Background: an optimization exercise with open tools, aiming at a short achievable clock period and few clock cycles. Do not read the settings as production practice. At most, simulation tests tie the RTL to the original design; equivalence was not proved. Only the layout flow was run in run 1; the RTL was not checked for function there. Power and IR drop assume default switching activity.

<file path="flow/config.mk">
export PLATFORM = sky130hd
export DESIGN_NAME = MIPS
export DESIGN_NICKNAME = MIPS
export VERILOG_FILES = /design/flow/design.v
export SDC_FILE = /design/flow/constraint.sdc
export NUM_CORES = 4
export LEC_CHECK = 0
export ABC_CLOCK_PERIOD_IN_PS = 3500
export CAP_MARGIN = 20
export CORE_MARGIN = 2
export CORE_UTILIZATION = 40
export PLACE_DENSITY = 0.6
export SLEW_MARGIN = 20
</file>
<file path="flow/constraint.sdc">
create_clock -name core_clock -period 11.0 [get_ports {clk}]
set_input_delay 2.2000 -clock core_clock [delete_from_list [all_inputs] [get_ports {clk}]]
set_output_delay 2.2000 -clock core_clock [all_outputs]
set_load 0.01 [all_outputs]
</file>
<file path="flow/design.v">
module MIPS(clk,rst,imem_addr,imem_rdata,dmem_addr,dmem_wdata,dmem_wmask,dmem_rdata,wb_en,wb_rd,wb_data);
    input clk;
    input rst;
    output [31:0] imem_addr;
    input  [31:0] imem_rdata;
    output [31:0] dmem_addr;
    output [31:0] dmem_wdata;
    output [3:0]  dmem_wmask;
    input  [31:0] dmem_rdata;
    output        wb_en;
    output [4:0]  wb_rd;
    output [31:0] wb_data;
    reg [31:0] pc;
    reg [31:0] ra_pred;        
    reg        fd_v;
    reg [31:0] fd_ir;
    reg [31:0] fd_pc4;
    reg        fd_pred;        
    reg        fd_pjr;         
    reg [31:0] fd_rsv, fd_rtv;      
    reg        fd_ers, fd_ert;      
    reg        fd_mrs, fd_mrt;      
    reg        fd_wrs, fd_wrt;      
    reg        de_v;           
    reg        e_kill;         
    reg        de_we;
    reg [4:0]  de_rd;
    reg        de_ld;
    reg [2:0]  de_ldt;         
    reg        de_st;
    reg        de_mem;         
    reg [3:0]  de_smask;
    reg [31:0] de_a, de_b, de_s;
    reg        de_fa, de_fb, de_fs;    
    reg        de_shv;
    reg [4:0]  de_sh;
    reg        de_add, de_sub, de_and, de_or, de_xor, de_nor, de_slt, de_sltu, de_sll, de_srl, de_sra;
    reg        de_br;
    reg [2:0]  de_brt;         
    reg        de_pred;
    reg [31:0] de_alt;
    reg        em_we;
    reg [4:0]  em_rd;
    reg        em_ld;
    reg [2:0]  em_ldt;
    reg [3:0]  em_mask;
    reg [31:0] em_res;
    reg [31:0] em_addr;        
    reg [31:0] em_sdata;
    reg        mw_we;
    reg [4:0]  mw_rd;
    reg [31:0] mw_res;
    reg [31:0] wb_q;           
    reg [31:0] rf [1:31];
    wire [31:0] pc4    = pc + 32'd4;
    wire [5:0]  f_op   = imem_rdata[31:26];
    wire [4:0]  f_rs   = imem_rdata[25:21];
    wire [4:0]  f_rt   = imem_rdata[20:16];
    wire        f_jmp  = (f_op == 6'b000010) | (f_op == 6'b000011);
    wire        f_br   = (f_op == 6'b000001) | (f_op[5:2] == 4'b0001);
    wire        f_pred = f_br & imem_rdata[15];
    wire [31:0] f_btgt = pc4 + {{14{imem_rdata[15]}}, imem_rdata[15:0], 2'b00};
    wire [31:0] f_jtgt = {pc4[31:28], imem_rdata[25:0], 2'b00};
    wire        f_ret  = (f_op == 6'b000000) & (imem_rdata[5:0] == 6'b001000) & (f_rs == 5'd31);
    wire        f_redir = f_jmp | f_pred | f_ret;
    wire [31:0] f_tgt  = f_ret ? ra_pred : f_jmp ? f_jtgt : f_btgt;
    wire [31:0] f_rsv = (f_rs == 5'd0) ? 32'd0 : (mw_we && mw_rd == f_rs) ? mw_res : rf[f_rs];
    wire [31:0] f_rtv = (f_rt == 5'd0) ? 32'd0 : (mw_we && mw_rd == f_rt) ? mw_res : rf[f_rt];
    wire [5:0]  op = fd_ir[31:26];
    wire [4:0]  rs = fd_ir[25:21];
    wire [4:0]  rt = fd_ir[20:16];
    wire [4:0]  rd = fd_ir[15:11];
    wire [4:0]  sa = fd_ir[10:6];
    wire [5:0]  fn = fd_ir[5:0];
    wire [15:0] imm = fd_ir[15:0];
    wire [31:0] simm = {{16{imm[15]}}, imm};
    wire [31:0] zimm = {16'b0, imm};
    wire rtype  = (op == 6'b000000);
    wire i_sll  = rtype & (fn == 6'b000000);
    wire i_srl  = rtype & (fn == 6'b000010);
    wire i_sra  = rtype & (fn == 6'b000011);
    wire i_sllv = rtype & (fn == 6'b000100);
    wire i_srlv = rtype & (fn == 6'b000110);
    wire i_srav = rtype & (fn == 6'b000111);
    wire i_jr   = rtype & (fn == 6'b001000);
    wire i_jalr = rtype & (fn == 6'b001001);
    wire i_addr = rtype & ((fn == 6'b100000) | (fn == 6'b100001));
    wire i_subr = rtype & ((fn == 6'b100010) | (fn == 6'b100011));
    wire i_andr = rtype & (fn == 6'b100100);
    wire i_orr  = rtype & (fn == 6'b100101);
    wire i_xorr = rtype & (fn == 6'b100110);
    wire i_norr = rtype & (fn == 6'b100111);
    wire i_sltr = rtype & (fn == 6'b101010);
    wire i_sltur= rtype & (fn == 6'b101011);
    wire i_regimm = (op == 6'b000001);
    wire i_bltz = i_regimm & ~rt[0];
    wire i_bgez = i_regimm &  rt[0];
    wire i_j    = (op == 6'b000010);
    wire i_jal  = (op == 6'b000011);
    wire i_beq  = (op == 6'b000100);
    wire i_bne  = (op == 6'b000101);
    wire i_blez = (op == 6'b000110);
    wire i_bgtz = (op == 6'b000111);
    wire i_addi = (op == 6'b001000) | (op == 6'b001001);
    wire i_slti = (op == 6'b001010);
    wire i_sltiu= (op == 6'b001011);
    wire i_andi = (op == 6'b001100);
    wire i_ori  = (op == 6'b001101);
    wire i_xori = (op == 6'b001110);
    wire i_lui  = (op == 6'b001111);
    wire i_lb   = (op == 6'b100000);
    wire i_lh   = (op == 6'b100001);
    wire i_lw   = (op == 6'b100011);
    wire i_lbu  = (op == 6'b100100);
    wire i_lhu  = (op == 6'b100101);
    wire i_sb   = (op == 6'b101000);
    wire i_sh   = (op == 6'b101001);
    wire i_sw   = (op == 6'b101011);
    wire i_load  = i_lb | i_lh | i_lw | i_lbu | i_lhu;
    wire i_store = i_sb | i_sh | i_sw;
    wire i_shimm = i_sll | i_srl | i_sra;
    wire i_shvar = i_sllv | i_srlv | i_srav;
    wire i_alur  = i_addr | i_subr | i_andr | i_orr | i_xorr | i_norr | i_sltr | i_sltur | i_shimm | i_shvar;
    wire i_alui  = i_addi | i_slti | i_sltiu | i_andi | i_ori | i_xori;
    wire i_branch = i_beq | i_bne | i_blez | i_bgtz | i_bltz | i_bgez;
    wire use_rs = i_alur & ~i_shimm | i_alui | i_load | i_store | i_branch | i_jr | i_jalr;
    wire use_rt = i_alur | i_beq | i_bne | i_store;
    wire use_rtB = i_alur | i_beq | i_bne;        
    wire d_we   = i_alur | i_alui | i_lui | i_load | i_jal | i_jalr;
    wire [4:0] d_rd = i_jal ? 5'd31 : (rtype ? rd : rt);
    reg [31:0] ldata;
    always @(*) begin
        case (em_ldt)
            3'd1: ldata = {{16{dmem_rdata[15]}}, dmem_rdata[15:0]};
            3'd2: ldata = {16'b0, dmem_rdata[15:0]};
            3'd3: ldata = {{24{dmem_rdata[7]}}, dmem_rdata[7:0]};
            3'd4: ldata = {24'b0, dmem_rdata[7:0]};
            default: ldata = dmem_rdata;
        endcase
    end
    wire [31:0] m_val = em_ld ? ldata : em_res;
    wire [31:0] d_rsv = fd_mrs ? em_res : fd_wrs ? mw_res : fd_rsv;
    wire [31:0] d_rtv = fd_mrt ? em_res : fd_wrt ? mw_res : fd_rtv;
    wire [31:0] d_rso = fd_mrs ? m_val : fd_wrs ? mw_res : fd_rsv;
    wire [31:0] d_rto = fd_mrt ? m_val : fd_wrt ? mw_res : fd_rtv;
    wire rs_late = fd_ers | (fd_mrs & em_ld);
    wire rt_late = fd_ert | (fd_mrt & em_ld);
    wire ld_use  = de_ld & ((fd_ers & use_rs) | (fd_ert & use_rt));
    wire jr_wait = (i_jr | i_jalr) & rs_late;
    wire d_stall = fd_v & (ld_use | jr_wait);
    wire        br_dep = rs_late | ((i_beq | i_bne) & rt_late);
    wire        d_eq   = (d_rsv == d_rtv);
    wire        d_az   = (d_rsv == 32'd0);
    wire        d_neg  = d_rsv[31];
    wire        d_taken = i_beq ? d_eq : i_bne ? ~d_eq : i_blez ? (d_neg | d_az) :
                          i_bgtz ? ~(d_neg | d_az) : i_bltz ? d_neg : ~d_neg;
    wire        d_bres = i_branch & ~br_dep;
    wire [31:0] br_tgt = fd_pc4 + {simm[29:0], 2'b00};
    wire [31:0] br_alt = fd_pred ? fd_pc4 : br_tgt;
    wire d_jrmis = (d_rsv != pc);
    wire d_redir_j  = i_jalr | (i_jr & (~fd_pjr | d_jrmis));
    wire d_redir_b  = d_bres & (d_taken != fd_pred);
    wire d_redir_raw = d_redir_j | d_redir_b;
    wire [31:0] d_tgt = (i_jr | i_jalr) ? d_rsv : br_alt;
    wire e_v = de_v & ~e_kill;
    wire [31:0] fa = de_fa ? em_res : de_a;
    wire [31:0] fb = de_fb ? em_res : de_b;
    wire [31:0] fs = de_fs ? em_res : de_s;
    wire [4:0]  shamt = de_shv ? fa[4:0] : de_sh;
    wire [31:0] sum   = fa + fb;
    wire [31:0] diff  = fa - fb;
    wire        lt_s  = ({~fa[31], fa[30:0]} < {~fb[31], fb[30:0]});
    wire        lt_u  = (fa < fb);
    wire [31:0] shl   = fb << shamt;
    wire [31:0] shr   = fb >> shamt;
    wire [31:0] sar   = shr | ({32{fb[31]}} & ~(32'hffffffff >> shamt));
    wire [31:0] alu =
          ({32{de_add}}  & sum)
        | ({32{de_sub}}  & diff)
        | ({32{de_and}}  & (fa & fb))
        | ({32{de_or}}   & (fa | fb))
        | ({32{de_xor}}  & (fa ^ fb))
        | ({32{de_nor}}  & ~(fa | fb))
        | ({32{de_slt}}  & {31'b0, lt_s})
        | ({32{de_sltu}} & {31'b0, lt_u})
        | ({32{de_sll}}  & shl)
        | ({32{de_srl}}  & shr)
        | ({32{de_sra}}  & sar);
    wire eq   = (fa == fb);
    wire az   = (fa == 32'd0);
    wire aneg = fa[31];
    reg  taken;
    always @(*) begin
        case (de_brt)
            3'd0: taken = eq;
            3'd1: taken = ~eq;
            3'd2: taken = aneg | az;
            3'd3: taken = ~aneg & ~az;
            3'd4: taken = aneg;
            default: taken = ~aneg;
        endcase
    end
    wire e_redir = e_v & de_br & (taken != de_pred);
    wire hold = fd_v & d_stall;                     
    wire d_go = fd_v & ~d_stall;                    
    wire [4:0] nx_rs = hold ? rs : f_rs;            
    wire [4:0] nx_rt = hold ? rt : f_rt;
    wire e_wr = e_v & de_we & (de_rd != 5'd0);      
    wire m_wr = em_we & (em_rd != 5'd0);
    wire d_wr = fd_v & d_we & (d_rd != 5'd0);
    always @(posedge clk) begin
        if (rst) begin
            pc   <= 32'd0;
            fd_v <= 1'b0;
        end else if (e_redir) begin
            pc   <= de_alt;
            fd_v <= 1'b0;
        end else if (hold) begin
        end else if (fd_v & d_redir_raw) begin
            pc   <= d_tgt;
            fd_v <= 1'b0;
        end else if (f_redir) begin
            pc   <= f_tgt;
            fd_v <= 1'b1;
        end else begin
            pc   <= pc4;
            fd_v <= 1'b1;
        end
    end
    always @(posedge clk) begin
        if (!hold) begin
            fd_ir   <= imem_rdata;
            fd_pc4  <= pc4;
            fd_pred <= f_pred;
            fd_pjr  <= f_ret;
            fd_rsv  <= f_rsv;
            fd_rtv  <= f_rtv;
        end else begin
            fd_rsv  <= d_rso;
            fd_rtv  <= d_rto;
        end
        fd_ers <= ~hold & d_wr & (d_rd == f_rs);
        fd_ert <= ~hold & d_wr & (d_rd == f_rt);
        fd_mrs <= e_wr & (de_rd == nx_rs);
        fd_mrt <= e_wr & (de_rd == nx_rt);
        fd_wrs <= m_wr & (em_rd == nx_rs);
        fd_wrt <= m_wr & (em_rd == nx_rt);
    end
    always @(posedge clk) begin
        if (rst)                         ra_pred <= 32'd0;
        else if (d_go & ~e_redir & (i_jal | i_jalr)) ra_pred <= fd_pc4;
    end
    always @(posedge clk) begin
        if (rst) begin
            de_v   <= 1'b0;
            e_kill <= 1'b0;
            de_we  <= 1'b0;
            de_ld  <= 1'b0;
            de_st  <= 1'b0;
            de_br  <= 1'b0;
        end else begin
            de_v   <= d_go;
            e_kill <= e_redir;
            de_we  <= d_go & d_we;
            de_ld  <= d_go & i_load;
            de_st  <= d_go & i_store;
            de_br  <= d_go & i_branch & br_dep;
        end
    end
    always @(posedge clk) begin
        de_rd <= d_rd;
        de_mem <= i_load | i_store;
        de_ldt <= i_lh ? 3'd1 : i_lhu ? 3'd2 : i_lb ? 3'd3 : i_lbu ? 3'd4 : 3'd0;
        de_smask <= i_sw ? 4'b1111 : i_sh ? 4'b0011 : 4'b0001;
        de_a <= (i_jal | i_jalr | i_lui) ? 32'd0 : d_rso;
        de_b <= (i_jal | i_jalr) ? fd_pc4 : i_lui ? {imm, 16'b0} :
                (i_andi | i_ori | i_xori) ? zimm : use_rtB ? d_rto : simm;
        de_s <= d_rto;
        de_fa <= fd_ers & use_rs & ~(i_jal | i_jalr | i_lui);
        de_fb <= fd_ert & use_rtB;
        de_fs <= fd_ert;
        de_shv <= i_shvar;
        de_sh  <= sa;
        de_add <= i_addr | i_addi | i_load | i_store;
        de_sub <= i_subr;
        de_and <= i_andr | i_andi;
        de_or  <= i_orr | i_ori | i_lui | i_jal | i_jalr;
        de_xor <= i_xorr | i_xori;
        de_nor <= i_norr;
        de_slt <= i_sltr | i_slti;
        de_sltu<= i_sltur | i_sltiu;
        de_sll <= i_sll | i_sllv;
        de_srl <= i_srl | i_srlv;
        de_sra <= i_sra | i_srav;
        de_brt <= i_beq ? 3'd0 : i_bne ? 3'd1 : i_blez ? 3'd2 : i_bgtz ? 3'd3 : i_bltz ? 3'd4 : 3'd5;
        de_pred <= fd_pred;
        de_alt  <= br_alt;
    end
    always @(posedge clk) begin
        if (rst) begin
            em_we   <= 1'b0;
            em_ld   <= 1'b0;
            em_mask <= 4'b0;
        end else begin
            em_we   <= de_we & ~e_kill;
            em_ld   <= de_ld & ~e_kill;
            em_mask <= (de_st & ~e_kill) ? de_smask : 4'b0;
        end
    end
    always @(posedge clk) begin
        em_rd    <= de_rd;
        em_ldt   <= de_ldt;
        em_res   <= alu;
        em_sdata <= fs;
        if (de_mem) em_addr <= sum;
    end
    always @(posedge clk) begin
        if (rst) mw_we <= 1'b0;
        else     mw_we <= em_we;
    end
    always @(posedge clk) begin
        mw_rd  <= em_rd;
        mw_res <= m_val;
        if (em_we) wb_q <= m_val;
    end
    integer i;
    always @(posedge clk) begin
        if (rst) begin
            for (i = 1; i < 32; i = i + 1) rf[i] <= 32'd0;
        end else if (mw_we && mw_rd != 5'd0) begin
            rf[mw_rd] <= mw_res;
        end
    end
    assign imem_addr  = pc;
    assign dmem_addr  = em_addr;
    assign dmem_wdata = em_sdata;
    assign dmem_wmask = em_mask;
    assign wb_en      = mw_we;
    assign wb_rd      = mw_rd;
    assign wb_data    = wb_q;
endmodule
</file>
<file path="flow/flow/run.sh">
#!/bin/bash
set -euo pipefail
bash standard.sh SETUP_SLACK_MARGIN=7.5 TNS_END_PERCENT=100 finish > run_standard.log 2>&1
</file>
<file path="flow/standard.sh">
#!/bin/bash
# synth_recipe.tcl (not shown) runs the flow's synth.tcl, then flattens the netlist and writes it again
# the make line also repeats each setting of config.mk as NAME=value (left out here)
make -C /OpenROAD-flow-scripts/flow DESIGN_CONFIG=/design/flow/config.mk WORK_HOME=/design/flow/orfs CLKGATE_MAP_FILE= SYNTH_SCRIPT=/design/flow/synth_recipe.tcl "${@:-finish}"
</file>
==> results of run 1 <==
==> worst max-delay path by stage <==
stage	slack [ns]	cells past startpoint	end	startpoint
2_1_floorplan	6.36	13	pc[30]$_SDFFE_PP0P_	imem_rdata[0]
6_report	6.71	18	em_addr[30]$_DFFE_PP_	de_fa$_DFF_P_
5_1_grt	6.64	14	pc[28]$_SDFFE_PP0P_	imem_rdata[0]
3_3_place_gp	4.85	11	fd_rsv[13]$_DFF_P_	imem_rdata[22]
4_1_cts	6.77	14	pc[28]$_SDFFE_PP0P_	imem_rdata[0]
3_5_place_dp	4.84	11	fd_rsv[13]$_DFF_P_	imem_rdata[22]
==> flip-flops by register name, indices dropped and copies added (netlist names), 3 cells and up <==
name	flops
em_addr	32
em_rd	5
wb_q	32
fd_ir	32
de_a	32
de_alt	32
fd_pc4	32
em_res	32
de_brt	3
ra_pred	32
fd_rsv	32
de_s	32
mw_res	32
de_b	32
em_sdata	32
de_ldt	3
fd_rtv	32
em_mask	3
rf	1024
em_ldt	3
de_rd	5
mw_rd	5
pc	32
de_sh	5
==> metal layers <==
metal	track usage	share of wire	wire length (um)
met1	0.435	0.34	148000
met2	0.559	0.44	193000
met3	0.0979	0.12	53500
met4	0.293	0.10	44100
met5	0	0.000034	15
==> repair_timing <==
item / 4_1_cts / 5_1_grt
buffers inserted: 348 / 183
setup endpoints to repair: 1728 / 463
resized for setup: 1692 / 496
cloned: 108 / 23
hold buffers: 0 / 0
pin swaps: 207 / 239
==> placed cells by master (no fill, tap or decap), types with 193 or more instances in the layout <==
cell type	netlist	routed
mux2i_1	399	311
edfxtp_1	1154	1154
clkbuf_16	0	211
o21ai_0	384	193
mux4_2	528	528
a21oi_1	391	275
nor2_1	349	263
dfxtp_1	419	330
nand2_1	490	464
and2_1	1042	1039
buf_4	4	493
==> Yosys cell counts, types with 44 or more instances <==
cell type  number
inv_1         181
mux4_2        528
clkbuf_1      532
o31ai_1        55
nand3_1        81
o211ai_1       46
edfxtp_1     1154
nand2_1       490
ha_1          156
nor3_1         94
buf_1          97
a211oi_1       68
nor2b_1        49
mux2_2         83
a221oi_1       98
nor2_1        349
a21o_1         65
o21ai_0       384
xor2_1        107
nand2b_1       47
a21oi_1       391
xnor2_1       115
a311oi_1       44
mux2i_1       399
and2_1       1042
dfxtp_1       419
==> area by class of cell <==
| cell class | instances | area share |
|---|---|---|
| antenna | 19 | 0.000409 |
| clock buffer | 259 | 0.0443 |
| clock inverter | 74 | 0.00505 |
| inverter | 186 | 0.00643 |
| multi-input combinational | 5300 | 0.426 |
| sequential | 1573 | 0.372 |
| tap | 2975 | 0.0320 |
| timing repair buffer | 1077 | 0.114 |
| timing repair inverter | 1 | 0.0000754 |
==> per-stage QoR <==
stage           util  hold WS [ns]  instances  total power [mW]  cell area (sq um)
2_1_floorplan      -         0.310       7724              8.85              91900
3_3_place_gp   0.431         0.315      10400              10.2              95900
3_5_place_dp   0.431         0.319      10500              10.2              95900
4_1_cts        0.503         0.336      11200              16.7             112000
5_1_grt        0.522         0.345      11400              17.5             116000
6_report       0.522         0.330      11500              17.2             116000
==> power breakdown <==
part	internal, mW	total, mW	switching (mW)
Sequential	6.73	7.12	0.387
Combinational	1.62	4.09	2.46
Clock	3.39	6.02	2.63
==> logic make-up after synthesis <==
kind of cell | after synthesis | share of synthesized area
muxes | 1024 | 0.190
DFF | 1573 | 0.480
adders and majority gates | 160 | 0.0226
buffers and inverters | 856 | 0.0366
and+or+nand+nor | 2341 | 0.139
xor gates and xnor gates | 222 | 0.0217
other | 1 | 0.0000418
AOI/OAI and AO/OA | 1516 | 0.111
==> flow_metrics.py, run 1 <==
metrics = {
    "global_route": {
        "grt_pass1_vias": 72800,
        "grt.overflow.total": 0,
        "grt_pass1_wl_um": 587000,
        "grt_usage": 0.366,
        "grt_max_degree": 84,
        "antenna_found_initial": 25,
    },
    "timing": {
        "worst_pin_slew_ns": 1.19,
        "slew_headroom": 0.201,
        "hold_viol": 0,
        "rsz0062_at_grt": "true",
        "worst_slack_ns": 6.71,
        "min_period_over_period": 0.390,
        "setup_violations": 0,
        "max_freq_mhz": 233,
        "slew_violations": 0,
        "clock_skew_ns": 0.0503,
        "tns_ns": 0,
        "period_minus_slack_ns": 4.29,
    },
    "critical_path": {
        "slowest_delay_ns": 0.46,
        "arrival_ns": 4.90,
        "r2r-end": "em_addr[30]$_DFFE_PP_",
        "path_class": "flip-flop to flip-flop",
        "cp_max_fo": 5,
        "crit_family": "compound AO/OA/AOI/OAI gates",
        "required_ns": 11.61,
        "cp-start-kind": "flip-flop",
        "reg2reg_from": "de_fa$_DFF_P_",
        "rr_worst_depth": 18,
        "crit_buf_inv": 4,
        "cp-end-kind": "flip-flop",
        "slowest_stage": "dfxtp_4",
        "r2r_setup_slack_ns": 6.71,
        "crit_chain": "buf_12, mux2i_1, buf_4, inv_2, ha_4, fa_2, a21o_1, a21oi_4, o21bai_4, a21o_1, a21oi_4, nor3_4, nor3_2, buf_4, nor2_4, o211ai_1, mux2_4, nand3b_1",
    },
    "route": {
        "drt_iter0_drc": 12100,
        "wl_um": 438000,
        "vias_per_cell": 6.69,
        "wl_per_cell_um": 38.2,
        "ant_nets": 0,
        "drc": 0,
        "via_count": 76700,
        "first_pass_iters": 7,
    },
    "die": {
        "boundaryPins": 204,
        "die_h_um": 478,
        "fp.coreArea_sq_um": 223000,
        "start_util": 0.403,
        "design.die.area_sq_um": 228000,
        "die_w_um": 478,
        "fp-row-count": 173,
    },
    "final_layout": {
        "areaGrowthSynthToFinish_pct": 29.5,
        "fill_cells": 18800,
        "multi_input_area_sq_um": 49500,
        "final-seq-area_sq_um": 43300,
        "drive_gt1_frac": 0.334,
        "fin_nets": 8544,
    },
    "pwr": {
        "p_per_area_nw_per_um2": 148,
        "leakagePower_nw": 43.7,
        "vdd_ir_drop_max_uv": 176,
    },
    "cts": {
        "cts_buffers": 179,
        "ctsLongestPathBuffers": 3,
        "path_clk_slew_ns": 0.06,
        "cts_tree": "done",
        "insertion_delay_ns": 0.89,
        "cts_num_sinks": 1573,
        "cts_root_buf": "clkbuf_16",
        "htreeDepth": 4,
    },
    "synthesis": {
        "async_reset_ff_frac": 0,
        "post-synth-top-area-cell": "edfxtp_1",
        "netlist_top_cells_area": "edfxtp_1 39%, mux4_2 13%, dfxtp_1 9.3%, and2_1 7.3%, mux2i_1 4.5%",
        "synth-edff-count": 1154,
        "avgSynthCellArea_sq_um": 11.7,
        "synth_area_sq_um": 89700,
        "synth_seq_cells": 1573,
        "synth_top_area_frac": 0.386,
        "yosysWarnings": 1,
        "ys_types": 91,
        "synthesis.instances": 7693,
        "yosysSeqAreaShare": 0.480,
        "synth_ff_type": "edfxtp_1",
    },
    "outcome": {
        "run_status": "no timing/DRC/antenna violations",
    },
    "flow_run": {
        "drv_cap": 0,
    },
    "place": {
        "place.detailed.hpwl_um": 246000,
        "portBuffers": 203,
        "gp_congestion": 0.984,
        "pre_cts_ws_ns": 4.84,
    },
    "hold_path": {
        "min_from": "de_ldt[0]$_SDFF_PP1_",
        "min_to": "em_ldt[0]$_DFF_P_",
        "hold_depth": 0,
        "hold_path_class": "flip-flop to flip-flop",
    },
}
==> run 2: changes to the inputs <==
--- a/flow/design.v
+++ b/flow/design.v
@@ -40,2 +40,3 @@
     reg        de_pred;
+    reg        de_eqab, de_az;      
     reg [31:0] de_alt;
@@ -46,3 +47,3 @@
     reg [3:0]  em_mask;
-    reg [31:0] em_res;
+    reg [31:0] em_sum, em_dif, em_oth;    
     reg [31:0] em_addr;        
@@ -61,3 +62,5 @@
     wire        f_pred = f_br & imem_rdata[15];
-    wire [31:0] f_btgt = pc4 + {{14{imem_rdata[15]}}, imem_rdata[15:0], 2'b00};
+    wire [16:0] f_blo  = {1'b0, pc4[17:2]} + {1'b0, imem_rdata[15:0]};
+    wire [13:0] pc4_hm = pc4[31:18] - 14'd1;
+    wire [31:0] f_btgt = {f_blo[16] ? pc4[31:18] : pc4_hm, f_blo[15:0], pc4[1:0]};
     wire [31:0] f_jtgt = {pc4[31:28], imem_rdata[25:0], 2'b00};
@@ -140,2 +143,3 @@
     end
+    wire [31:0] em_res = em_sum | em_dif | em_oth;
     wire [31:0] m_val = em_ld ? ldata : em_res;
@@ -169,4 +173,5 @@
     wire [4:0]  shamt = de_shv ? fa[4:0] : de_sh;
-    wire [31:0] sum   = fa + fb;
-    wire [31:0] diff  = fa - fb;
+    wire [31:0] sum, diff;
+    ks_add32 add_u (.a(fa), .b(fb),  .ci(1'b0), .s(sum));
+    ks_add32 sub_u (.a(fa), .b(~fb), .ci(1'b1), .s(diff));
     wire        lt_s  = ({~fa[31], fa[30:0]} < {~fb[31], fb[30:0]});
@@ -176,6 +181,4 @@
     wire [31:0] sar   = shr | ({32{fb[31]}} & ~(32'hffffffff >> shamt));
-    wire [31:0] alu =
-          ({32{de_add}}  & sum)
-        | ({32{de_sub}}  & diff)
-        | ({32{de_and}}  & (fa & fb))
+    wire [31:0] alu_oth =
+          ({32{de_and}}  & (fa & fb))
         | ({32{de_or}}   & (fa | fb))
@@ -188,4 +191,4 @@
         | ({32{de_sra}}  & sar);
-    wire eq   = (fa == fb);
-    wire az   = (fa == 32'd0);
+    wire eq   = de_fa ? (de_fb ? 1'b1 : (em_res == de_b)) : (de_fb ? (de_a == em_res) : de_eqab);
+    wire az   = de_fa ? (em_res == 32'd0) : de_az;
     wire aneg = fa[31];
@@ -250,3 +253,3 @@
         if (rst)                         ra_pred <= 32'd0;
-        else if (d_go & ~e_redir & (i_jal | i_jalr)) ra_pred <= fd_pc4;
+        else if (d_go & (i_jal | i_jalr)) ra_pred <= fd_pc4;
     end
@@ -296,2 +299,4 @@
         de_pred <= fd_pred;
+        de_eqab <= (d_rso == d_rto);
+        de_az   <= (d_rso == 32'd0);
         de_alt  <= br_alt;
@@ -312,3 +317,5 @@
         em_ldt   <= de_ldt;
-        em_res   <= alu;
+        em_sum   <= de_add ? sum : 32'd0;
+        em_dif   <= de_sub ? diff : 32'd0;
+        em_oth   <= alu_oth;
         em_sdata <= fs;
@@ -341 +348,28 @@
 endmodule
+module ks_add32(
+    input  [31:0] a,
+    input  [31:0] b,
+    input         ci,
+    output [31:0] s
+);
+    reg [31:0] g [0:5];
+    reg [31:0] p [0:5];
+    integer k, j;
+    always @(*) begin
+        g[0] = a & b;
+        p[0] = a ^ b;
+        g[0][0] = (a[0] & b[0]) | ((a[0] ^ b[0]) & ci);
+        for (k = 1; k <= 5; k = k + 1) begin
+            for (j = 0; j < 32; j = j + 1) begin
+                if (j >= (1 << (k - 1))) begin
+                    g[k][j] = g[k-1][j] | (p[k-1][j] & g[k-1][j - (1 << (k - 1))]);
+                    p[k][j] = p[k-1][j] & p[k-1][j - (1 << (k - 1))];
+                end else begin
+                    g[k][j] = g[k-1][j];
+                    p[k][j] = p[k-1][j];
+                end
+            end
+        end
+    end
+    assign s = (a ^ b) ^ {g[5][30:0], ci};
+endmodule
==> flow/flow/run.sh (replaced) <==
#!/bin/bash
# Standard ORFS layout (the standard.sh, unchanged synthesis), with
#  - the port buffers (one per input and output, as in the standard flow)
#    made buf_4 instead of the smallest buffer.
# The SDC (clock period, I/O delays, loads) is the design's, untouched.
set -euo pipefail
bash standard.sh SETUP_SLACK_MARGIN=7.5 TNS_END_PERCENT=100 \
  "BUFFER_PORTS_ARGS=-buffer_cell sky130_fd_sc_hd__buf_4" finish > run_standard.log 2>&1
==> flow_metrics.py, run 2 <==
metrics = {
    "timing": {
        "hold-worst-slack_ns": 0.344,
        "setup_violations": 0,
        "max_freq_mhz": 230,
        "slew_headroom": 0.293,
        "rsz0062_at_grt": "true",
        "worst_pin_slew_ns": 1.03,
        "period_minus_slack_ns": 4.36,
        "hold_viol": 0,
        "tns_ns": 0,
        "slew_violations": 0,
        "min_period_over_period": 0.396,
        "clock_skew_ns": 0.0812,
    },
    "hold_path": {
        "min_from": "de_ldt[1]$_SDFF_PP0_",
        "hold_path_class": "flip-flop to flip-flop",
    },
    "route": {
        "drt_iter0_drc": 11500,
        "first_pass_iters": 6,
        "drc": 0,
        "wl_um": 432000,
        "ant_nets": 0,
        "vias_per_cell": 6.55,
        "via_count": 76000,
        "wl_per_cell_um": 37.3,
    },
    "die": {
        "start_util": 0.401,
        "fp-row-count": 176,
        "fp.coreArea_sq_um": 229000,
        "die_w_um": 484,
        "die_h_um": 484,
        "design.die.area_sq_um": 234000,
        "boundaryPins": 204,
    },
    "cts": {
        "cts_num_sinks": 1639,
        "cts_buffers": 185,
        "cts_root_buf": "clkbuf_16",
        "postCtsHoldBufs": 0,
        "insertion_delay_ns": 0.90,
        "cts_tree": "done",
        "path_clk_slew_ns": 0.06,
        "ctsLongestPathBuffers": 3,
        "htreeDepth": 4,
    },
    "final_layout": {
        "layout_common_cells": "1,154 x edfxtp_1, 1,047 x and2_1, 625 x mux4_2",
        "regMostFlops": "rf",
        "fin_nets": 8593,
        "fin_cells": 11600,
        "largest_reg_flops": 1024,
        "fin_util": 0.508,
        "areaGrowthSynthToFinish_pct": 26.6,
        "layout_commonest_cell": "edfxtp_1",
        "drive_gt1_frac": 0.320,
    },
    "synthesis": {
        "synth_seq_cells": 1639,
        "yosysWarnings": 4,
        "synth_area_sq_um": 92100,
        "ys_types": 94,
        "async_reset_ff_frac": 0,
        "synth-edff-count": 1154,
        "yosys-top-cells-count": "1,154 x edfxtp_1, 1,049 x and2_1, 625 x mux4_2",
        "netlist_top_cells_area": "edfxtp_1 38%, mux4_2 15%, dfxtp_1 11%, and2_1 7.1%, mux2i_1 3.1%",
        "yosysSeqAreaShare": 0.482,
        "synthesis.instances": 7826,
        "synth_ff_type": "edfxtp_1",
        "post-synth-top-area-cell": "edfxtp_1",
        "synth_top_area_frac": 0.376,
        "avgSynthCellArea_sq_um": 11.8,
        "synth_most_common_cell": "edfxtp_1",
    },
    "global_route": {
        "grt_pass1_vias": 72600,
        "grt_pass1_wl_um": 586000,
        "grt_usage": 0.356,
        "grt.overflow.total": 0,
        "grt_max_degree": 69,
        "antenna_found_initial": 27,
    },
    "critical_path": {
        "required_ns": 11.73,
        "r2r_setup_slack_ns": 6.68,
        "cp_max_fo": 4,
        "reg2reg_from": "fd_wrs$_DFF_P_",
        "path_class": "input port to flip-flop",
        "arrival_ns": 5.08,
        "cp-start-kind": "input port",
        "cp-end-kind": "flip-flop",
        "crit_path_start": "imem_rdata[0]",
    },
    "pwr": {
        "leakagePower_nw": 43.6,
        "vdd_ir_drop_max_uv": 153,
        "p_per_area_nw_per_um2": 153,
    },
    "flow_run": {
        "drv_cap": 0,
    },
    "outcome": {
        "run_status": "no timing/DRC/antenna violations",
    },
    "place": {
        "place.detailed.hpwl_um": 262000,
        "gp_congestion": 1.01,
        "post-place-cells": 10700,
        "portBuffers": 203,
    },
}
==> run 2: cell types whose count changed after synthesis, moves of 50 or more <==
cell,change
nor2_1,+241
mux2i_1,-115
mux4_2,+97
nand2_1,-111
a221oi_1,-68
a21oi_1,+50
o21ai_0,-97
dfxtp_1,+66
xnor2_1,+79
==> run 2: power by group <==
group	internal [mW]	switching, mW	leakage [nW]
registers	6.95	0.281	15.9
logic	1.67	2.52	24.6
clock network	3.61	2.80	3.01
total	12.2	5.60	43.6
==> run 2: cell families after synthesis <==
family / count (synthesis) / synth area share
adder cells (fa/ha/maj): 148 / 0.0204
multiplexers: 981 / 0.193
AND/OR/NAND/NOR: 2556 / 0.148
buffers and inverters: 853 / 0.0361
XOR/XNOR: 306 / 0.0291
other: 1 / 0.0000407
AO/OA/AOI/OAI: 1342 / 0.0920
flip-flops: 1639 / 0.482
==> run 2: final cells by class <==
type	count	area [sq um]
clock buffer	246	5170
inverter	181	727
clock inverter	102	1020
tap	3026	3790
sequential	1639	44600
multi-input combinational	5365	49200
antenna	25	62.6
fill	19700	113000
timing repair buffer	1007	12000
==> run 2: routing by layer <==
metal	vias up	wire length (um)	GRT usage
met2	5810	192000	0.547
met5	-	71	0
met4	12	40400	0.271
met1	38200	151000	0.436
li1	30300	-	-
met3	1619	48500	0.0822
==> run 2: worst max-delay path, stage by stage <==
cell	delay, ns
buf_8	0.11
ha_4	0.16
fa_2	0.36
a21o_1	0.19
a21o_1	0.20
a21oi_4	0.19
o21ai_4	0.09
o221ai_4	0.26
nand4_1	0.18
buf_4	0.21
or3_4	0.40
o221ai_4	0.17
a31oi_4	0.04
a32oi_1	0.20
a311oi_1	0.11
==> run 2: worst paths after layout <==
check,end,cells after the start
worst max register to register,pc[11]$_SDFFE_PP0P_,17
worst max-delay path,pc[29]$_SDFFE_PP0P_,15
worst min register to register,em_ldt[1]$_DFF_P_,0
worst min-delay path,em_ldt[1]$_DFF_P_,0
==> run 2: stage by stage <==
stage                     setup slack, ns  total power, mW  instance area (sq um)
after floorplan                      6.10             9.17                  94000
after global placement               4.57             10.5                  97800
after detailed placement             4.58             10.5                  97800
after CTS                            6.69             17.4                 113000
after global routing                 6.61             18.2                 117000
final                                6.64             17.8                 117000
==> run 2: timing repair <==
action / CTS / global route
resized for setup: 1013 / 395
buffers inserted: 293 / 173
pin swaps: 159 / 166
cloned: 80 / 17
endpoints found under the setup margin: 1747 / 902
Testbench counts of run 2, summed over its fixed seeds: cycles 32,305.
==> run 3: changes to the inputs <==
--- a/flow/design.v
+++ b/flow/design.v
@@ -19,2 +19,3 @@
     reg        fd_pjr;         
+    reg        fd_bfix;        
     reg [31:0] fd_rsv, fd_rtv;      
@@ -62,5 +63,7 @@
     wire        f_pred = f_br & imem_rdata[15];
-    wire [16:0] f_blo  = {1'b0, pc4[17:2]} + {1'b0, imem_rdata[15:0]};
-    wire [13:0] pc4_hm = pc4[31:18] - 14'd1;
-    wire [31:0] f_btgt = {f_blo[16] ? pc4[31:18] : pc4_hm, f_blo[15:0], pc4[1:0]};
+    localparam FBW = 16;
+    wire [FBW:0] f_blo = {1'b0, pc4[FBW+1:2]} + {1'b0, imem_rdata[FBW-1:0]};
+    wire [31:0] f_btgt = {pc4[31:FBW+2], f_blo[FBW-1:0], pc4[1:0]};
+    wire [16:0] f_ihi  = {1'b1, imem_rdata[15:0]} >> FBW;      
+    wire        f_bfix = f_pred & ~(f_blo[FBW] & (&f_ihi[16-FBW:0]));
     wire [31:0] f_jtgt = {pc4[31:28], imem_rdata[25:0], 2'b00};
@@ -160,3 +163,3 @@
                           i_bgtz ? ~(d_neg | d_az) : i_bltz ? d_neg : ~d_neg;
-    wire        d_bres = i_branch & ~br_dep;
+    wire        d_bres = i_branch & ~br_dep & ~fd_bfix;
     wire [31:0] br_tgt = fd_pc4 + {simm[29:0], 2'b00};
@@ -166,4 +169,4 @@
     wire d_redir_b  = d_bres & (d_taken != fd_pred);
-    wire d_redir_raw = d_redir_j | d_redir_b;
-    wire [31:0] d_tgt = (i_jr | i_jalr) ? d_rsv : br_alt;
+    wire d_redir_raw = d_redir_j | d_redir_b | fd_bfix;
+    wire [31:0] d_tgt = (i_jr | i_jalr) ? d_rsv : fd_bfix ? br_tgt : br_alt;
     wire e_v = de_v & ~e_kill;
@@ -238,2 +241,3 @@
             fd_pjr  <= f_ret;
+            fd_bfix <= f_bfix;
             fd_rsv  <= f_rsv;
@@ -269,3 +273,3 @@
             de_st  <= d_go & i_store;
-            de_br  <= d_go & i_branch & br_dep;
+            de_br  <= d_go & i_branch & (br_dep | fd_bfix);
         end
==> flow_metrics.py, run 3 <==
metrics = {
    "critical_path": {
        "crit_chain": "buf_8, a211oi_4, o32ai_2, or4_4, nor4_2, o2111ai_2, or4b_4, a211oi_4, buf_6, nor2_4, buf_12, buf_16, mux2i_1, a311oi_1",
        "arrival_ns": 5.19,
        "cp-start-kind": "flip-flop",
        "cpMostUsedCell": "a211oi_4",
        "path_class": "flip-flop to flip-flop",
        "cp_max_fo": 54,
        "rr_worst_depth": 14,
        "required_ns": 11.76,
        "r2r-end": "pc[8]$_SDFFE_PP0P_",
        "r2r_setup_slack_ns": 6.57,
        "slowest_delay_ns": 0.59,
        "reg2reg_from": "fd_mrt$_DFF_P_",
        "cp-end-kind": "flip-flop",
        "slowest_stage": "or4b_4",
    },
    "synthesis": {
        "synth-edff-count": 1155,
        "avgSynthCellArea_sq_um": 11.6,
        "synthesis.instances": 7892,
        "ys_types": 99,
        "yosysSeqAreaShare": 0.483,
        "synth_area_sq_um": 91900,
        "synth_ff_type": "edfxtp_1",
        "post-synth-top-area-cell": "edfxtp_1",
        "synth_most_common_cell": "edfxtp_1",
        "synth_seq_cells": 1640,
        "yosysWarnings": 4,
        "synth_top_area_frac": 0.377,
        "async_reset_ff_frac": 0,
        "netlist_top_cells_area": "edfxtp_1 38%, mux4_2 15%, dfxtp_1 11%, and2_1 7.1%, mux2i_1 3.0%",
        "yosys-top-cells-count": "1,155 x edfxtp_1, 1,037 x and2_1, 623 x mux4_2",
    },
    "global_route": {
        "grt_max_degree": 80,
        "antenna_found_initial": 24,
        "grt.overflow.total": 0,
        "grt_pass1_vias": 72800,
        "grt_usage": 0.358,
        "grt_pass1_wl_um": 587000,
    },
    "final_layout": {
        "fin_cells": 11600,
        "fin_nets": 8620,
        "largest_reg_flops": 1024,
        "regMostFlops": "rf",
        "areaGrowthSynthToFinish_pct": 26.6,
        "drive_gt1_frac": 0.315,
        "layout_common_cells": "1,155 x edfxtp_1, 1,034 x and2_1, 623 x mux4_2",
        "layout_commonest_cell": "edfxtp_1",
    },
    "pwr": {
        "leakagePower_nw": 43.5,
        "p_per_area_nw_per_um2": 152,
        "vdd_ir_drop_max_uv": 150,
        "power_switching_mw": 5.54,
        "p_clk_frac": 0.352,
        "swShare": 0.314,
        "cellInternalPower_mw": 12.1,
        "seq_power_share": 0.411,
        "combPwrFrac": 0.237,
    },
    "timing": {
        "period_minus_slack_ns": 4.43,
        "rsz0062_at_grt": "true",
        "min_period_over_period": 0.403,
        "max_freq_mhz": 226,
        "setup_violations": 0,
        "tns_ns": 0,
        "clock_skew_ns": 0.0653,
        "hold_viol": 0,
        "worst_pin_slew_ns": 1.14,
        "slew_violations": 0,
        "slew_headroom": 0.242,
    },
    "cts": {
        "cts_buffers": 182,
        "path_clk_slew_ns": 0.06,
        "htreeDepth": 4,
        "cts_num_sinks": 1640,
        "insertion_delay_ns": 0.88,
        "cts_root_buf": "clkbuf_16",
        "postCtsHoldBufs": 0,
        "ctsLongestPathBuffers": 3,
        "cts_tree": "done",
    },
    "place": {
        "post-place-cells": 10600,
        "place.detailed.hpwl_um": 256000,
        "portBuffers": 203,
        "gp_congestion": 1.03,
    },
    "route": {
        "drt_iter0_drc": 11900,
        "drc": 0,
        "wl_um": 433000,
        "via_count": 76000,
        "first_pass_iters": 7,
        "vias_per_cell": 6.56,
        "ant_nets": 0,
        "wl_per_cell_um": 37.3,
    },
    "die": {
        "fp.coreArea_sq_um": 228000,
        "die_h_um": 483,
        "fp-row-count": 175,
        "design.die.area_sq_um": 234000,
        "boundaryPins": 204,
        "die_w_um": 483,
        "start_util": 0.403,
    },
    "hold_path": {
        "min_to": "em_ldt[2]$_DFF_P_",
        "hold_depth": 0,
        "hold_path_class": "flip-flop to flip-flop",
        "min_from": "de_ldt[2]$_SDFF_PP0_",
    },
    "flow_run": {
        "drv_cap": 0,
    },
    "outcome": {
        "run_status": "no timing/DRC/antenna violations",
    },
}
-- run 3: cell types whose count changed after synthesis, moves of 17 or more --
cell / previous run / this run
nand2_1: 379 / 453
or2_2: 7 / 41
xor2_1: 112 / 86
a211oi_1: 59 / 87
nor3_1: 80 / 97
a21oi_1: 441 / 503
xnor2_1: 194 / 212
a21o_1: 66 / 49
clkbuf_1: 531 / 564
-- run 3: kinds of logic (layout without fill, tap and decap cells) --
kind of cell	Yosys count	after routing	share of synthesized area
mux	964	964	0.191
compound gates	1364	1365	0.0924
simple gates	2616	2647	0.149
flops	1640	1640	0.483
fa+ha+maj	147	147	0.0203
buf+inv	862	1468	0.0359
other cells	1	49	0.0000408
xor+xnor	298	298	0.0284
-- run 3: worst max path at each step --
stage | startpoint | endpoint | slack, ns
after floorplan | imem_rdata[0] | fd_bfix$_DFFE_PP_ | 6.54
after global routing | em_oth[16]$_DFF_P_ | pc[25]$_SDFFE_PP0P_ | 6.58
after detailed placement | imem_rdata[21] | fd_rsv[26]$_DFF_P_ | 4.77
final | fd_mrt$_DFF_P_ | pc[8]$_SDFFE_PP0P_ | 6.57
after CTS | fd_wrs$_DFF_P_ | pc[7]$_SDFFE_PP0P_ | 6.69
after global placement | imem_rdata[21] | fd_rsv[24]$_DFF_P_ | 4.72
-- run 3: area by class of cell --
type	count	area, sq um
fillers	19300	112000
multi-input cells	5453	48900
flip-flops and latches	1640	44700
repair buffers	956	12300
clock buffers	228	4870
well taps	3009	3760
clock inverters	110	1080
inverters	174	704
diodes	17	42.5
-- run 3: power groups by stage --
stage | clock network (mW) | logic (mW) | registers [mW]
final | 6.22 | 4.18 | 7.25
after global routing | 6.48 | 4.27 | 7.27
after CTS | 6.24 | 3.85 | 7.23
after detailed placement | 0 | 3.12 | 7.37
after global placement | 0 | 3.11 | 7.36
after floorplan | 0 | 1.93 | 7.22
-- run 3: what timing repair did --
action                                 in CTS  in global routing
pin swaps                                 156                136
resized for setup                        1125                269
setup buffers                             368                105
setup endpoints to repair                2248               1250
endpoints found under the hold margin       0                  0
cloned                                    108                 13
-- run 3: per-layer routing --
| layer | share of wire | up-vias | track usage |
|---|---|---|---|
| li1 | - | 30300 | - |
| met1 | 0.36 | 38000 | 0.442 |
| met2 | 0.44 | 6017 | 0.549 |
| met3 | 0.11 | 1626 | 0.0855 |
| met4 | 0.091 | 12 | 0.257 |
| met5 | 0.00018 | - | 0 |
-- run 3: worst max-delay path: cells and delay by family, from the launching register on --
family	cells	cell delay, ns
flops	1	0.46
mux	1	0.11
compound gates	5	1.52
buf+inv	4	0.70
simple gates	4	1.48
-- run 3: stage by stage --
step	util	hold slack (ns)	cell area, sq um	worst slack, ns	power (mW)
final	0.511	0.329	116000	6.57	17.6
after global routing	0.511	0.335	116000	6.58	18.0
after CTS	0.500	0.330	114000	6.69	17.3
after detailed placement	0.426	0.315	97200	4.77	10.5
after global placement	0.426	0.316	97100	4.72	10.5
after floorplan	-	0.310	93700	6.54	9.15
Testbench counts of run 3, summed over its fixed seeds: cycles 32,305.

## what the ideal ports hide
How much do the figures lean on ideal ports? The routed layouts below were timed once more, with nothing changed but the port constraints.
Step 1 assumes that a clkbuf_16 drives the clock port and a buf_2 every other input.
Step 2 adds t to the input delays and takes it off the output delays; t is the mean of the earliest and latest rising clock arrival at the registers after step 1. Input paths then give back, and output paths get back, about the clock's delay inside the block.
Slacks: ideal / step 1 / step 2; pairs: ideal / step 1.
| run | shift t [ns] | slack for setup (ns) | worst hold slack (ns) | pins driven straight from the clock port |
|---|---|---|---|---|
| run 1 | 0.956 | 6.710 / 6.710 / 5.882 | 0.330 / 0.330 / 0.330 | 1 |
| run 2 | 0.960 | 6.644 / 6.679 / 5.740 | 0.344 / 0.344 / 0.344 | 1 |
| run 3 | 0.942 | 6.572 / 6.572 / 5.791 | 0.329 / 0.329 / 0.329 | 1 |
After both steps setup and hold are still met in every run listed. The setup slack of run 2, which loses most, moves by +0.035 ns with the drivers and by -0.904 ns with both steps.
